This design comes from an exercise in tuning for small area and a short achievable clock period on the open sky130 flow, not from production work. Power and IR drop assume default switching activity.

Design MyComputer, start of the top module:
module MyComputer(
	input Clock,
	output [9:0] LEDR,
	input [9:0] SW,
	input [3:0] KEY,
	output [6:0] HEX0,
	output [6:0] HEX1,
	output [6:0] HEX2,
	output [6:0] HEX3,
	output [6:0] HEX4,
	output [6:0] HEX5
);
Size: about 1,100 cells after synthesis, ~160 flip-flops, roughly 67 I/O pins, about 0.0088 mm² of cells after synthesis.
clock: 11.0 ns
lec_check: 0
abc_area: 1
cap_margin: 20
core_margin: 2
core_utilization: 40
cts_buf_list: sky130_fd_sc_hd__clkbuf_8
cts_cluster_size: 20
place_density: 0.6
slew_margin: 20
standard.sh (not shown) runs the stock make flow with config.mk's settings and CLKGATE_MAP_FILE= SYNTH_SCRIPT=/design/flow/synth_recipe.tcl, a recipe that flattens the netlist after the stock synthesis.
==> flow/flow/run.sh <==
#!/bin/bash
# The standard layout (standard.sh), with buf_2 cells as the port buffers
# instead of the default delay buffers.
bash standard.sh "BUFFER_PORTS_ARGS=-buffer_cell sky130_fd_sc_hd__buf_2" finish > standard.log 2>&1
The starting point completed without violations.
==> next run, changes <==
--- a/flow/design.v
+++ b/flow/design.v
@@ -272,25 +272,25 @@
 	wire cwrap = (cnt == 8'h68);
 	wire go_n = !rst_n && ((!rst && cwrap) || ts1);
 	always @(posedge Clock) begin
 		cnt <= rst ? 8'h02 : cwrap ? 8'h01 : {cnt[6:0], cnt[7] ^ cnt[5] ^ cnt[4] ^ cnt[3]};
 		go <= go_n;
 		ngo <= !go_n;
 	end
 	reg [6:0] ip;
 	reg [7:0] s0, s1, s2, s3;    
 	reg [3:0] sz;                
 	reg sz5;                     
 	reg [5:0] gout;              
-	reg enA, enB, enC, enD, enE_n;  
+	reg enA, enB_n, enC, enD_n, enE;  
 	reg [5:0] flag;
 	wire [6:0] tgt;
 	wire g_ld0, g_ldsz, g4_set, g4_clr, g5_set, g5_clr, g6_set, g6_clr;
 	wire s0_we, s1_we, s2_we, s3_we, d_we;
 	wire f0_clr, f1_clr, f2_clr, f3_clr, f4_we, f5_we;
 	wire sz_clr, sz_shl, sz_shr, sz_one, sz5_set, sz5_clr;
 	wire s0_dinp, s0_s1, s0_sum, s0_mq, s1_s0, s2_s1, f4_sum, f5_shr;
 	wire c_f0, c_f1, c_f2, c_f3, c_sz0, c_szeq1, c_sz1, c_sz2, c_sz3, c_fz, c_go;
 	Ctrl ctl(.ip(ip), .tgt(tgt),
 		.g_ld0(g_ld0), .g_ldsz(g_ldsz), .g4_set(g4_set), .g4_clr(g4_clr),
 		.g5_set(g5_set), .g5_clr(g5_clr), .g6_set(g6_set), .g6_clr(g6_clr),
 		.s0_we(s0_we), .s1_we(s1_we), .s2_we(s2_we), .s3_we(s3_we), .d_we(d_we),
@@ -380,48 +380,48 @@
 			if (sz5_set) sz5 <= 1'b1;
 		end
 		if (rst) begin
 			ip <= 7'd0;
 			flag <= 6'd0;
 		end else begin
 			if (pb[0]) flag[0] <= 1'b1;
 			if (pb[1]) flag[1] <= 1'b1;
 			if (pb[2]) flag[2] <= 1'b1;
 			if (pb[3]) begin flag[3] <= 1'b1; dinp <= pdat; end
 		end
 	end
-	wire set_m = !ngo & (g6_set | g_ldsz);
-	wire clr_m = !ngo & (g6_clr | g_ld0);
-	wire set_x = !ngo & (ip == 7'd58 || ip == 7'd63 || ip == 7'd111);
-	wire clr_x = !ngo & (ip == 7'd0 || ip == 7'd60);
+	wire enA_set = !ngo & (g6_set | g_ldsz);
+	wire enA_clr = !ngo & (g6_clr | g_ld0);
+	wire enC_set = !ngo & (ip == 7'd58 || ip == 7'd63 || ip == 7'd111);
+	wire enC_clr = !ngo & (ip == 7'd0 || ip == 7'd60);
 	always @(posedge Clock) begin
-		enA <= set_m | (enA & !clr_m);
-		enB <= set_x | (enB & !clr_x);
-		enC <= set_x | (enC & !clr_m);
-		enD <= set_m | (enD & !clr_x);
-		enE_n <= clr_m | (enE_n & !set_m);
+		enA <= enA_set | (enA & !enA_clr);
+		enB_n <= enA_clr | (enB_n & !enA_set);
+		enC <= enC_set | (enC & !enC_clr);
+		enD_n <= enC_clr | (enD_n & !enC_set);
+		enE <= enC_set | (enE & !enA_clr);
 	end
 	reg [6:0] hx4, hx5;
 	wire [6:0] hx4_n, hx5_n;
 	HexSeg sg4(.bin(ip[3:0]), .segs(hx4_n));
 	HexSeg sg5(.bin({1'b0, ip[6:4]}), .segs(hx5_n));
 	always @(posedge Clock) begin
 		hx4 <= hx4_n;
 		hx5 <= hx5_n;
 	end
 	assign LEDR = {flag[5], flag[4], flag[3], go, gout};
-	assign HEX0 = {~(so_n[6:4] & {3{enB}}), ~(so_n[3:0] & {4{enA}})};
-	assign HEX1 = {~(st_n[6:4] & {3{enD}}), ~(st_n[3:0] & {4{enC}})};
-	assign HEX2 = {!(!enE_n && h2neg), 3'b111, !(!enE_n && h2one), !(!enE_n && h2one), 1'b1};
-	assign HEX3 = {!(enB && h3neg), 6'h3f};
+	assign HEX0 = {~(so_n[6:4] & {3{enC}}), ~(so_n[3:0] & {4{enA}})};
+	assign HEX1 = {~(st_n[6:4] & {3{!enD_n}}), ~(st_n[3:0] & {4{!enB_n}})};
+	assign HEX2 = {!(enE && h2neg), 3'b111, !(enE && h2one), !(enE && h2one), 1'b1};
+	assign HEX3 = {!(!enD_n && h3neg), 6'h3f};
 	assign HEX4 = hx4;
 	assign HEX5 = hx5;
 endmodule
 module Add9(input [8:0] a, input [8:0] b, input cin, output [8:0] s);
 	wire [8:0] p = a ^ b;
 	wire [8:0] g0 = a & b;
 	wire [8:0] G0 = {g0[8:1], g0[0] | (p[0] & cin)};
 	wire [8:0] P0 = {p[8:1], 1'b0};
 	wire [8:0] G1, P1;
 	wire [8:0] G2, P2, G3, P3, G4;
 	genvar i;
 	generate
Effect:
- The changed run completed without violations
- clock-buffer cell count is unchanged
- die area came out lower slightly
- combinational power stays flat
- routed wire length came out higher by a few percent
- clock skew came out higher by 0.0038 ns
- critical path depth came out higher by 1
- sequential cell count is unchanged
- sequential power stays flat
- fmax came out higher slightly
No run of this note included a check of the RTL's function; only the layout flow was run.

-- static timing again, ports no longer ideal --
The flow's constraints put no driver on any port. The routed layouts listed below were extracted and timed again, unchanged, in two steps. Step 1: set_driving_cell puts a clkbuf_16 on Clock and a buf_2 on each other input, an assumption about the parent block. Step 2 moves the port delays by t, midway between the first and last clock arrival at a register: inputs arrive t later, outputs are due t later. That takes back most of the time a late clock gives input paths. a / b / c = ideal ports / drivers / drivers and shift; a / b = the first two.
run	t (ns)	slack for setup (ns)	worst setup path at the end	clock arrival spread, ns
the first run	0.499	7.658 / 7.618 / 7.794	register to register	0.013 / 0.013
the second run	0.506	7.686 / 7.648 / 7.889	input to register	0.018 / 0.018
After both steps every run listed still meets setup and hold.
